Context: an optimization exercise on an open-source flow, tuned for small area, a short achievable clock period and few clock cycles. The choices shown serve that exercise and are no tape-out recipe. The RTL was checked by simulation tests, not by an equivalence proof against the original design.

==> run R <==
Design cpu, start of the top module:
module cpu (clk, reset, mem_rdata, mem_addr, mem_wr, mem_wdata);
	input wire clk;
	input wire reset;
	input wire [31:0] mem_rdata;
	output wire [31:0] mem_addr;
	output wire mem_wr;
	output wire [31:0] mem_wdata;
	localparam K_LD = 2'd0, K_SBSH = 2'd1, K_INC = 2'd2, K_EXC = 2'd3;
	localparam S_IDLE = 2'd0, S_WAIT = 2'd1, S_INC = 2'd2, S_XQ = 2'd3;
	reg [31:0] fpc, hpc, maddr;
	reg ft1, ft2, fp1, fp2, fen;
	reg [3:0] fh1, fh2;    
	reg [2:0] qn;
	reg [31:0] q0, q1, q2, q3;
	reg qp0, qp1, qp2, qp3;
	reg btb_v;
	reg [31:0] btb_pc, btb_tgt;
	reg bus_d, dwr;
	reg [31:0] daddr, wdata;
	reg t1_v, t2_v, t3_v;
	reg [1:0] t1_k, t2_k, t3_k, t1_sz, t2_sz, t3_sz;
	reg [4:0] t1_wa, t2_wa, t3_wa;
	reg [31:0] epc;
	reg [1:0] xcode;
	reg ex_v;
	reg [1:0] es;
	reg [31:0] ex_a, ex_b;
	reg [31:0] x_pc;     
	reg [4:0] x_wa;
	reg [31:0] ex_y;     
	reg x_wr, x_ovf, x_sub;
	reg r_sum, r_and, r_slt, r_sh, r_hi, r_lo, r_a;
	reg x_shv, x_shl, x_sha;
	reg x_br, x_pred;
	reg [1:0] x_brk;
	reg x_ld, x_sw, x_sbsh, x_incdec, x_mult, x_div, x_unk;
	reg [1:0] x_sz;
	reg wb_v;
	reg [4:0] wb_wa;
	reg [31:0] wb_wd;
	assign mem_addr = maddr;
	assign mem_wr = dwr;
	assign mem_wdata = wdata;
	wire [31:0] rf_r1, rf_r2;
	wire [5:0] op = q0[31:26];
	wire [4:0] rs = q0[25:21];
	wire [4:0] rt = q0[20:16];
	wire [4:0] rd = q0[15:11];
	wire [5:0] fn = q0[5:0];
	wire [15:0] imm = q0[15:0];
	regfile rf (.clk(clk), .reset(reset), .we(wb_v), .wa(wb_wa), .wd(wb_wd),
		.ra1_n(q0_n[25:21]), .ra2_n(q0_n[20:16]), .rd1(rf_r1), .rd2(rf_r2));
	wire md_busy;
	wire md_start_mult, md_start_div;
	wire [31:0] hi, lo;
	mdu md (.clk(clk), .reset(reset), .start_mult(md_start_mult), .start_div(md_start_div),
		.a(ex_a), .b(ex_b), .busy(md_busy), .hi(hi), .lo(lo));
	wire dv = (qn != 3'd0);
	wire rtype = (op == 6'h00);
	wire d_add  = rtype & (fn == 6'h20);
	wire d_sub  = rtype & (fn == 6'h22);
	wire d_and  = rtype & (fn == 6'h24);
	wire d_sll  = rtype & (fn == 6'h00);
	wire d_srl  = rtype & (fn == 6'h02);
	wire d_sra  = rtype & (fn == 6'h03);
	wire d_sllv = rtype & (fn == 6'h04);
	wire d_srav = rtype & (fn == 6'h07);
	wire d_slt  = rtype & (fn == 6'h2a);
	wire d_mfhi = rtype & (fn == 6'h10);
	wire d_mflo = rtype & (fn == 6'h12);
	wire d_mult = rtype & (fn == 6'h18);
	wire d_div  = rtype & (fn == 6'h1a);
  ...
clock: 17.0 ns
lec_check: 0
cap_margin: 60
cell_pad_in_sites_detail_placement: 1
cell_pad_in_sites_global_placement: 2
core_margin: 2
core_utilization: 45
place_density: 0.6
slew_margin: 60
standard.sh (not shown) runs the stock make flow with config.mk's settings and CLKGATE_MAP_FILE= SYNTH_SCRIPT=/design/flow/synth_recipe.tcl, a recipe that flattens the netlist after the stock synthesis.
==> flow/flow/run.sh <==
#!/bin/bash
# The standard layout (standard.sh, unchanged synthesis and steps), with
# ORFS's timing repair asked to leave a setup margin below the 17 ns clock.
# The clock period and the constraints are the design's.
export SETUP_SLACK_MARGIN=12.0
bash standard.sh > standard_flow.log 2>&1
==> inputs of run M, as changes to run R <==
--- a/flow/design.v
+++ b/flow/design.v
@@ -6,13 +6,12 @@
 	output wire mem_wr;
 	output wire [31:0] mem_wdata;
 	localparam K_LD = 2'd0, K_SBSH = 2'd1, K_INC = 2'd2, K_EXC = 2'd3;
 	localparam S_IDLE = 2'd0, S_WAIT = 2'd1, S_INC = 2'd2, S_XQ = 2'd3;
 	reg [31:0] fpc, hpc, maddr;
 	reg ft1, ft2, fp1, fp2, fen;
-	reg [3:0] fh1, fh2;    
 	reg [2:0] qn;
 	reg [31:0] q0, q1, q2, q3;
 	reg qp0, qp1, qp2, qp3;
 	reg btb_v;
 	reg [31:0] btb_pc, btb_tgt;
 	reg bus_d, dwr;
@@ -23,15 +22,15 @@
 	reg [31:0] epc;
 	reg [1:0] xcode;
 	reg ex_v;
 	reg [1:0] es;
 	reg [31:0] ex_a, ex_b;
 	reg [31:0] x_pc;     
+	reg [25:0] x_imm;
 	reg [4:0] x_wa;
-	reg [31:0] ex_y;     
-	reg x_wr, x_ovf, x_sub;
+	reg x_wr, x_ovf, x_sub, x_useimm;
 	reg r_sum, r_and, r_slt, r_sh, r_hi, r_lo, r_a;
 	reg x_shv, x_shl, x_sha;
 	reg x_br, x_pred;
 	reg [1:0] x_brk;
 	reg x_ld, x_sw, x_sbsh, x_incdec, x_mult, x_div, x_unk;
 	reg [1:0] x_sz;
@@ -98,142 +97,127 @@
 		d_addi | d_addiu | d_slti | d_lui | d_inc | d_dec | d_ld | d_sb | d_sh | d_sw;
 	wire d_rwr  = d_add | d_sub | d_and | d_sll | d_srl | d_sra | d_sllv | d_srav | d_slt |
 		d_mfhi | d_mflo;
 	wire d_iwr  = d_addi | d_addiu | d_slti | d_lui;
 	wire ex_fw;
 	wire [31:0] alu_res;
-	wire [31:0] ld_data;
-	wire t3_ld;
-	wire [31:0] rs_val = (ex_fw && x_wa == rs) ? alu_res : (t3_ld && t3_wa == rs) ? ld_data :
-		(wb_v && wb_wa == rs) ? wb_wd : rf_r1;
-	wire [31:0] rt_val = (ex_fw && x_wa == rt) ? alu_res : (t3_ld && t3_wa == rt) ? ld_data :
-		(wb_v && wb_wa == rt) ? wb_wd : rf_r2;
+	wire [31:0] rs_val = (ex_fw && x_wa == rs) ? alu_res : (wb_v && wb_wa == rs) ? wb_wd : rf_r1;
+	wire [31:0] rt_val = (ex_fw && x_wa == rt) ? alu_res : (wb_v && wb_wa == rt) ? wb_wd : rf_r2;
 	wire ex_ldp = ex_v & (es == S_IDLE) & x_ld;
 	function pend;
 		input [4:0] r;
 		pend = (ex_ldp && x_wa == r) || (t1_v && t1_k == K_LD && t1_wa == r) ||
-			(t2_v && t2_k == K_LD && t2_wa == r);
+			(t2_v && t2_k == K_LD && t2_wa == r) || (t3_v && t3_k == K_LD && t3_wa == r);
 	endfunction
 	wire d_haz = pend(rs) | pend(rt) | (d_rwr & pend(rd)) | (d_jal & pend(5'd31)) |
-		(d_jr & ex_fw & (x_wa == rs)) | (d_jr & t3_ld & (t3_wa == rs));
+		(d_jr & ex_fw & (x_wa == rs));
 	wire [31:0] hpc4 = hpc + 32'd4;
 	wire [31:0] br_tgt = hpc4 + {{14{imm[15]}}, imm, 2'b00};
 	wire d_pred = d_br & imm[15];
 	wire d_redir = d_j | d_jal | d_jr | d_rte | d_brk | d_pred;
 	wire [31:0] d_tgt = (d_j | d_jal) ? {hpc4[31:28], q0[25:0], 2'b00} :
 		d_jr ? rs_val : d_rte ? epc : d_brk ? hpc : br_tgt;
 	wire [31:0] d_newpc = d_redir ? d_tgt : hpc4;
-	wire [31:0] yn = x_sub ? ~ex_y : ex_y;
+	wire [31:0] y = x_useimm ? {{16{x_imm[15]}}, x_imm[15:0]} : ex_b;
+	wire [31:0] yn = x_sub ? ~y : y;
 	wire [32:0] sum1 = {ex_a, 1'b1} + {yn, x_sub};
 	wire [31:0] sum = sum1[32:1];
 	wire ovf = (ex_a[31] == yn[31]) & (sum[31] != ex_a[31]);
 	wire lt = sum[31] ^ ovf;
 	wire eq = (ex_a == ex_b);
 	wire gt = ~lt & ~eq;
-	reg bc_rdy, bc_gt;
-	wire br_wait = x_br & x_brk[1] & ~bc_rdy;
-	wire taken = (x_brk == 2'd0) ? eq : (x_brk == 2'd1) ? ~eq : (x_brk == 2'd2) ? ~bc_gt : bc_gt;
+	wire taken = (x_brk == 2'd0) ? eq : (x_brk == 2'd1) ? ~eq : (x_brk == 2'd2) ? ~gt : gt;
 	wire [31:0] sh_val = x_shv ? ex_a : ex_b;
-	wire [4:0] sh_amt = ex_y[4:0];    
+	wire [4:0] sh_amt = x_shv ? ex_b[4:0] : x_imm[10:6];
 	function [31:0] rev;
 		input [31:0] x;
 		integer k;
 		for (k = 0; k < 32; k = k + 1) rev[k] = x[31 - k];
 	endfunction
 	wire [31:0] sh_in = x_shl ? rev(sh_val) : sh_val;
 	wire [31:0] sh_r = $signed({x_sha & sh_in[31], sh_in}) >>> sh_amt;
 	wire [31:0] sh_res = x_shl ? rev(sh_r) : sh_r;
 	assign alu_res = ({32{r_sum}} & sum) | ({32{r_and}} & (ex_a & ex_b)) |
 		({32{r_slt}} & {31'b0, lt}) | ({32{r_sh}} & sh_res) | ({32{r_hi}} & hi) |
 		({32{r_lo}} & lo) | ({32{r_a}} & ex_a);
 	wire idle = (es == S_IDLE);
-	assign t3_ld = t3_v & (t3_k == K_LD);
+	wire t3_ld = t3_v & (t3_k == K_LD);
 	wire t3_sbsh = t3_v & (t3_k == K_SBSH);
 	wire t3_inc = t3_v & (t3_k == K_INC);
 	wire t3_exc = t3_v & (t3_k == K_EXC);
 	wire sbsh_pend = (t1_v & (t1_k == K_SBSH)) | (t2_v & (t2_k == K_SBSH)) | t3_sbsh;
 	wire md_op = x_mult | x_div | r_hi | r_lo;
 	wire md_wait = md_op & md_busy;
 	wire x_mem = x_ld | x_sw | x_sbsh | x_incdec;
 	wire mem_wait = x_mem & sbsh_pend;
 	wire ex_hold = x_wr & t3_ld;           
-	reg xpend;      
-	wire ex_go = ex_v & idle & ~md_wait & ~mem_wait & ~ex_hold & ~br_wait & ~xpend;
+	wire ex_go = ex_v & idle & ~md_wait & ~mem_wait & ~ex_hold;
 	assign ex_fw = ex_v & idle & x_wr & ~ex_hold;
 	reg inc_ovf;    
-	wire exc_det = (ex_go & (x_unk | (x_ovf & ovf) | (x_div & (ex_b == 32'd0)))) |
+	wire exc_raise = (ex_go & (x_unk | (x_ovf & ovf) | (x_div & (ex_b == 32'd0)))) |
 		(ex_v & (es == S_INC) & inc_ovf);
-	wire exc_raise = xpend;
-	wire exc_cand = (ex_go & (x_unk | x_ovf | x_div)) | (ex_v & (es == S_INC));
-	reg [31:0] epc_c;
+	wire [1:0] exc_code = (idle & x_unk) ? 2'd1 : (idle & x_div) ? 2'd3 : 2'd2;
 	wire mispred = ex_go & x_br & (taken != x_pred);
 	wire ex_accept = ~ex_v | (ex_go & ~x_incdec) | (es == S_INC);
 	assign md_start_mult = ex_go & x_mult;
 	assign md_start_div = ex_go & x_div & (ex_b != 32'd0);
-	assign ld_data = (t3_sz == 2'd0) ? {24'b0, mem_rdata[7:0]} :
+	wire [31:0] ld_data = (t3_sz == 2'd0) ? {24'b0, mem_rdata[7:0]} :
 		(t3_sz == 2'd1) ? {16'b0, mem_rdata[15:0]} : mem_rdata;
 	wire fire = dv & ex_accept & ~d_haz;      
-	wire d_flush = fire & (qp0 ? ~(d_pred | d_j | d_jal) : d_redir);
+	wire d_flush = fire & (qp0 ? ~d_pred : d_redir);
 	wire [2:0] qn_pop = qn - {2'b0, fire};
 	wire [31:0] q0_n;
 	wire [2:0] occ = qn + {2'b0, ft1} + {2'b0, ft2};
 	wire issue = ~bus_d & fen & (occ <= 3'd3);
 	wire btb_hit = btb_v & (fpc == btb_pc);
 	assign q0_n = (ft2 && qn_pop == 3'd0) ? mem_rdata : fire ? q1 : q0;
 	always @(posedge clk) begin
 		q0 <= q0_n;
 		q1 <= (ft2 && qn_pop == 3'd1) ? mem_rdata : fire ? q2 : q1;
 		q2 <= (ft2 && qn_pop == 3'd2) ? mem_rdata : fire ? q3 : q2;
 		q3 <= (ft2 && qn_pop == 3'd3) ? mem_rdata : q3;
-		qp0 <= (ft2 && qn_pop == 3'd0) ? (fp2 | early_j) : fire ? qp1 : qp0;
-		qp1 <= (ft2 && qn_pop == 3'd1) ? (fp2 | early_j) : fire ? qp2 : qp1;
-		qp2 <= (ft2 && qn_pop == 3'd2) ? (fp2 | early_j) : fire ? qp3 : qp2;
-		qp3 <= (ft2 && qn_pop == 3'd3) ? (fp2 | early_j) : qp3;
+		qp0 <= (ft2 && qn_pop == 3'd0) ? fp2 : fire ? qp1 : qp0;
+		qp1 <= (ft2 && qn_pop == 3'd1) ? fp2 : fire ? qp2 : qp1;
+		qp2 <= (ft2 && qn_pop == 3'd2) ? fp2 : fire ? qp3 : qp2;
+		qp3 <= (ft2 && qn_pop == 3'd3) ? fp2 : qp3;
 	end
-	wire early_j = ft2 & ~fp2 & (mem_rdata[31:27] == 5'b00001);
-	wire [31:0] fpc4 = fpc + 32'd4;
 	reg [31:0] fpc_n;
 	reg flush_q;
 	always @(*) begin
 		fpc_n = fpc;
 		flush_q = 1'b1;
 		if (t3_exc) fpc_n = {24'b0, mem_rdata[7:0]};
 		else if (mispred) fpc_n = x_pc;
 		else if (d_flush) fpc_n = d_newpc;
-		else if (early_j) fpc_n = {fh2, mem_rdata[25:0], 2'b00};
-		else if (issue) fpc_n = btb_hit ? btb_tgt : fpc4;
+		else if (issue) fpc_n = btb_hit ? btb_tgt : fpc + 32'd4;
 		if (!t3_exc && !mispred && !exc_raise && !d_flush) flush_q = 1'b0;
 	end
 	always @(posedge clk or posedge reset) begin
 		if (reset) begin
 			fpc <= 32'd0;
 			hpc <= 32'd0;
 			ft1 <= 1'b0;
 			ft2 <= 1'b0;
 			fp1 <= 1'b0;
 			fp2 <= 1'b0;
-			fh1 <= 4'd0;
-			fh2 <= 4'd0;
 			fen <= 1'b1;
 			qn <= 3'd0;
 			btb_v <= 1'b0;
 			btb_pc <= 32'd0;
 			btb_tgt <= 32'd0;
 		end else begin
 			fpc <= fpc_n;
 			fp1 <= issue & btb_hit;
 			fp2 <= fp1;
-			fh1 <= fpc4[31:28];
-			fh2 <= fh1;
 			if (flush_q) begin
 				ft1 <= 1'b0;
 				ft2 <= 1'b0;
 				qn <= 3'd0;
 			end else begin
-				ft1 <= issue & ~early_j;
-				ft2 <= ft1 & ~early_j;
+				ft1 <= issue;
+				ft2 <= ft1;
 				qn <= qn_pop + {2'b0, ft2};
 			end
 			if (t3_exc) fen <= 1'b1;
 			else if (exc_raise) fen <= 1'b0;
 			if (t3_exc) hpc <= {24'b0, mem_rdata[7:0]};
 			else if (mispred) hpc <= x_pc;
@@ -244,22 +228,21 @@
 				btb_tgt <= br_tgt;
 			end
 		end
 	end
 	always @(posedge clk) begin
 		if (ex_accept) begin
-			ex_a <= d_jal ? hpc4 : d_lui ? {imm, 16'b0} : (d_inc | d_dec) ? {6'b0, q0[25:0]} : rs_val;
-			ex_b <= rt_val;
-			ex_y <= (d_inc | d_dec) ? 32'd1 :
-				(d_addi | d_addiu | d_slti | d_ld | d_sb | d_sh | d_sw) ? {{16{imm[15]}}, imm} :
-				(d_sll | d_srl | d_sra) ? {27'b0, q0[10:6]} : rt_val;
+			ex_a <= d_jal ? hpc4 : d_lui ? {imm, 16'b0} : rs_val;
+			ex_b <= (d_inc | d_dec) ? 32'd1 : rt_val;
 			x_pc <= ~d_br ? hpc : d_pred ? hpc4 : br_tgt;
+			x_imm <= q0[25:0];
 			x_wa <= d_jal ? 5'd31 : rtype ? rd : rt;
 			x_wr <= d_rwr | d_iwr | d_jal;
 			x_ovf <= d_add | d_sub | d_addi;
 			x_sub <= d_sub | d_slt | d_slti | d_br | d_dec;
+			x_useimm <= d_addi | d_addiu | d_slti | d_ld | d_sb | d_sh | d_sw;
 			r_sum <= d_add | d_sub | d_addi | d_addiu;
 			r_and <= d_and;
 			r_slt <= d_slt | d_slti;
 			r_sh <= d_sll | d_srl | d_sra | d_sllv | d_srav;
 			r_hi <= d_mfhi;
 			r_lo <= d_mflo;
@@ -281,17 +264,12 @@
 		end else if (t3_inc) begin
 			ex_a <= mem_rdata;
 		end
 		if (t3_inc)
 			inc_ovf <= (mem_rdata == (x_sub ? 32'h80000000 : 32'h7fffffff));
 	end
-	always @(posedge clk) bc_gt <= gt;
-	always @(posedge clk or posedge reset) begin
-		if (reset) bc_rdy <= 1'b0;
-		else bc_rdy <= ex_v & idle & br_wait;
-	end
 	always @(posedge clk or posedge reset) begin
 		if (reset) begin
 			wb_v <= 1'b0;
 		end else begin
 			wb_v <= t3_ld | (ex_go & x_wr & ~(x_ovf & ovf));
 		end
@@ -317,13 +295,13 @@
 			dwr_n = 1'b1;
 		end
 		if (sched_mem) begin
 			bus_d_n = 1'b1;
 			dwr_n = x_sw;
 			t1_n = ~x_sw;
-			daddr_n = x_incdec ? ex_a : sum;    
+			daddr_n = x_incdec ? {6'b0, x_imm} : sum;
 		end
 		if (sched_xq) begin
 			bus_d_n = 1'b1;
 			t1_n = 1'b1;
 			daddr_n = {30'b0, xcode} + 32'd252;
 		end
@@ -356,34 +334,29 @@
 			ex_v <= 1'b0;
 			es <= S_IDLE;
 			bus_d <= 1'b0;
 			dwr <= 1'b0;
 			maddr <= 32'd0;
 			epc <= 32'd0;
-			epc_c <= 32'd0;
 			xcode <= 2'd0;
-			xpend <= 1'b0;
 			t1_v <= 1'b0;
 			t2_v <= 1'b0;
 			t3_v <= 1'b0;
 		end else begin
 			ex_v <= ex_v_n;
 			es <= es_n;
 			bus_d <= bus_d_n;
 			dwr <= dwr_n;
 			maddr <= bus_d_n ? daddr_n : fpc_n;
 			t1_v <= t1_n;
 			t2_v <= t1_v;
 			t3_v <= t2_v;
-			xpend <= exc_det;
-			if (exc_cand) begin
-				epc_c <= x_pc;
-				xcode <= (idle & x_unk) ? 2'd1 : (idle & x_div) ? 2'd3 : 2'd2;
+			if (exc_raise) begin
+				epc <= x_pc;
+				xcode <= exc_code;
 			end
-			if (exc_raise)
-				epc <= epc_c;
 		end
 	end
 	always @(posedge clk) begin
 		daddr <= daddr_n;
 		t2_k <= t1_k; t2_wa <= t1_wa; t2_sz <= t1_sz;
 		t3_k <= t2_k; t3_wa <= t2_wa; t3_sz <= t2_sz;
@@ -436,13 +409,13 @@
 endmodule
 module mdu (clk, reset, start_mult, start_div, a, b, busy, hi, lo);
 	input wire clk, reset, start_mult, start_div;
 	input wire [31:0] a, b;
 	output reg busy;
 	output reg [31:0] hi, lo;
-	reg p_mul, p_nega, p_negb, p_div, p_corr, p_fixq, p_fixr;
+	reg p_mul, p_nega, p_negb, p_div, p_fixq, p_fixr;
 	reg [5:0] cnt;
 	reg [4:0] ext;
 	reg [32:0] m;
 	reg prev, sq, sr;
 	wire [2:0] dg0 = {lo[1:0], prev};
 	wire [2:0] dg1 = lo[3:1];
@@ -453,55 +426,55 @@
 	wire w1 = (dg1 == 3'b011) | (dg1 == 3'b100);
 	wire n1 = dg1[2] & ~z1;
 	wire [36:0] mm0 = z0 ? 37'd0 : w0 ? {{3{m[32]}}, m, 1'b0} : {{4{m[32]}}, m};
 	wire [36:0] mm1 = z1 ? 37'd0 : w1 ? {{1{m[32]}}, m, 3'b0} : {{2{m[32]}}, m, 2'b0};
 	wire [36:0] pp0 = n0 ? ~mm0 : mm0;
 	wire [36:0] pp1 = n1 ? ~mm1 : mm1;
-	wire [36:0] msum = {ext, hi} + pp0 + pp1 + {35'd0, n0 & n1, n0 ^ n1};
-	wire rneg = ext[1];
 	wire [31:0] nx = p_negb ? m[31:0] : p_fixr ? hi : lo;
-	wire [33:0] dx = p_div ? {ext[0], hi, lo[31]} : p_corr ? {ext[1:0], hi} : 34'd0;
-	wire [33:0] dy = (p_div | p_corr) ? {2'b0, m[31:0]} : {2'b0, nx};
-	wire dsub = p_div ? ~rneg : ~p_corr;
-	wire [34:0] ds1 = {dx, 1'b1} + {dsub ? ~dy : dy, dsub};
-	wire [33:0] ds = ds1[34:1];
-	wire skip = ({ext[1:0], hi} == 34'd0) & (lo[31:28] == 4'd0) & (cnt >= 6'd4);
+	wire [36:0] pa = p_mul ? {ext, hi} : p_div ? {4'b0, hi, lo[31]} : 37'd0;
+	wire [36:0] pb = p_mul ? pp0 : p_div ? ~{5'b0, m[31:0]} : ~{5'b0, nx};
+	wire [36:0] pc = p_mul ? pp1 : 37'd0;
+	wire [1:0] cc = p_mul ? {n0 & n1, n0 ^ n1} : 2'b01;
+	wire [36:0] msum = pa + pb + pc + {35'd0, cc};
+	wire [34:0] s = msum[34:0];
+	wire skip = (hi == 32'd0) & (lo[31:28] == 4'd0) & (cnt >= 6'd4);
 	always @(posedge clk or posedge reset) begin
 		if (reset) begin
 			busy <= 1'b0;
 			hi <= 32'd0;
 			lo <= 32'd0;
 			p_mul <= 1'b0;
 			p_nega <= 1'b0;
 			p_negb <= 1'b0;
 			p_div <= 1'b0;
-			p_corr <= 1'b0;
 			p_fixq <= 1'b0;
 			p_fixr <= 1'b0;
 			cnt <= 6'd0;
 			ext <= 5'd0;
+			m <= 33'd0;
 			prev <= 1'b0;
 			sq <= 1'b0;
 			sr <= 1'b0;
 		end else if (start_mult) begin
 			busy <= 1'b1;
 			p_mul <= 1'b1;
 			cnt <= 6'd7;
 			hi <= 32'd0;
 			ext <= 5'd0;
 			lo <= b;
 			prev <= 1'b0;
+			m <= {a[31] & (a[30:0] != 31'd0), a};
 		end else if (start_div) begin
 			busy <= 1'b1;
 			p_nega <= a[31];
 			p_negb <= ~a[31] & b[31];
 			p_div <= ~a[31] & ~b[31];
 			cnt <= 6'd32;
 			hi <= 32'd0;
-			ext <= 5'd0;
 			lo <= a;
+			m <= {1'b0, b};
 			sq <= a[31] ^ b[31];
 			sr <= a[31];
 		end else begin
 			if (p_mul) begin
 				{ext, hi} <= {{4{msum[36]}}, msum[36:4]};
 				lo <= {msum[3:0], lo[31:4]};
@@ -510,61 +483,51 @@
 				if (cnt == 6'd0) begin
 					busy <= 1'b0;
 					p_mul <= 1'b0;
 				end
 			end
 			if (p_nega) begin
-				lo <= ds[31:0];
+				lo <= s[31:0];
 				p_nega <= 1'b0;
 				p_negb <= m[31];
 				p_div <= ~m[31];
 			end
 			if (p_negb) begin
+				m <= {1'b0, s[31:0]};
 				p_negb <= 1'b0;
 				p_div <= 1'b1;
 			end
 			if (p_div) begin
 				if (skip) begin
 					lo <= {lo[27:0], 4'b0};
 					cnt <= cnt - 6'd4;
 				end else begin
-					{ext[1:0], hi} <= ds;
-					lo <= {lo[30:0], ~ds[33]};
+					if (!s[34]) begin
+						hi <= s[31:0];
+						lo <= {lo[30:0], 1'b1};
+					end else begin
+						hi <= {hi[30:0], lo[31]};
+						lo <= {lo[30:0], 1'b0};
+					end
 					cnt <= cnt - 6'd1;
 				end
 				if (cnt == 6'd1 || (skip && cnt == 6'd4)) begin
 					p_div <= 1'b0;
-					if (!skip && ds[33]) begin
-						p_corr <= 1'b1;
-					end else begin
-						p_fixq <= sq;
-						p_fixr <= ~sq & sr;
-						if (!sq && !sr) busy <= 1'b0;
-					end
+					p_fixq <= sq;
+					p_fixr <= ~sq & sr;
+					if (!sq && !sr) busy <= 1'b0;
 				end
 			end
-			if (p_corr) begin
-				if (rneg) {ext[1:0], hi} <= ds;
-				p_corr <= 1'b0;
-				p_fixq <= sq;
-				p_fixr <= ~sq & sr;
-				if (!sq && !sr) busy <= 1'b0;
-			end
 			if (p_fixq) begin
-				lo <= ds[31:0];
+				lo <= s[31:0];
 				p_fixq <= 1'b0;
 				p_fixr <= sr;
 				if (!sr) busy <= 1'b0;
 			end
 			if (p_fixr) begin
-				hi <= ds[31:0];
+				hi <= s[31:0];
 				p_fixr <= 1'b0;
 				busy <= 1'b0;
 			end
 		end
 	end
-	always @(posedge clk) begin
-		if (start_mult) m <= {a[31] & (a[30:0] != 31'd0), a};
-		else if (start_div) m <= {1'b0, b};
-		else if (p_negb) m[31:0] <= ds[31:0];
-	end
 endmodule
==> flow/flow/run.sh (replaced) <==
#!/bin/bash
# The standard layout (standard.sh, unchanged synthesis and steps), with
# ORFS's timing repair asked to leave a setup margin below the 17 ns clock.
# The clock period and the constraints are the design's.
export SETUP_SLACK_MARGIN=12.5
bash standard.sh > standard_flow.log 2>&1
==> reports/metrics.json <==
{
  "synthesis.instances": 9458,
  "fin_worst_skew_ns": 0.100,
  "met1_length_um": 205000,
  "rows": 175,
  "crit_chain": "buf_8 -> buf_12 -> xor2_1 -> ha_1 -> o21a_1 -> o21ai_2 -> nand3b_1 -> nand3_2 -> o211a_4 -> o21ai_4 -> a41oi_4 -> o21bai_1 -> a21oi_2 -> fa_2 -> a222oi_1 -> o211a_2 -> nand3_4 -> a31oi_4 -> a221oi_2 -> a21o_1 -> mux2_2",
  "place.detailed.hpwl_um": 364000,
  "synth.cell_area_um2": 103000,
  "wl_um": 559000,
  "status": "complete, no violations",
  "sinks_on_the_clock_net": 1912,
  "pin_count_of_the_biggest_net_entering_global_routing": 99,
  "yosys.cell_types.count": 102
}
-- figures above: run R

==> reports/metrics.json <==
{
  "status": "complete, no violations",
  "fin_worst_skew_ns": 0.0785,
  "pin_count_of_the_biggest_net_entering_global_routing": 73,
  "met1_length_um": 207000,
  "synthesis.instances": 9356,
  "place.detailed.hpwl_um": 377000,
  "yosys.cell_types.count": 97,
  "sinks_on_the_clock_net": 1861,
  "crit_chain": "clkbuf_16 -> or3b_4 -> nor2_4 -> a221oi_4 -> a21oi_2 -> fa_1 -> fa_2 -> ha_4 -> a21o_1 -> a21o_1 -> a211oi_2 -> or2_4 -> a31o_4 -> o21ai_4 -> buf_6 -> buf_6 -> o211ai_1 -> o211ai_1 -> buf_4 -> buf_4 -> buf_6 -> a221oi_4",
  "synth.cell_area_um2": 99800,
  "rows": 172
}
-- figures above: run M

Testbench counts of run R, summed over its fixed seeds: cycles 75,027.
Testbench counts of run M, summed over its fixed seeds: cycles 76,101.

afterwards: timing with drivers on the ports:
In the flow no input, the clock included, has a driving cell. The finished layouts below were timed again as built, in two steps. Step 1 sets driving cells, clkbuf_16 on the clock port and buf_2 on the other inputs (assumed; they add their load-dependent delay and slew). Step 2 moves the port delays by t, midway between the first and last clock arrival at a register: inputs arrive t later, outputs are due t later. That takes back most of the time a late clock gives input paths. a / b / c = ideal ports / drivers / drivers and shift; a / b = the first two.
| run | t, ns | slack for setup (ns) | latest minus earliest clock arrival (ns) | cell pins on the clock port's net |
|---|---|---|---|---|
| run R | 0.996 | 11.782 / 11.782 / 10.968 | 0.110 / 0.110 | 1 |
| run M | 1.000 | 11.434 / 11.434 / 11.434 | 0.084 / 0.084 | 1 |
After both steps every run listed still meets setup and hold. The setup slack of run R, which loses most, moves by 0.000 ns with the drivers and by -0.814 ns with both steps.
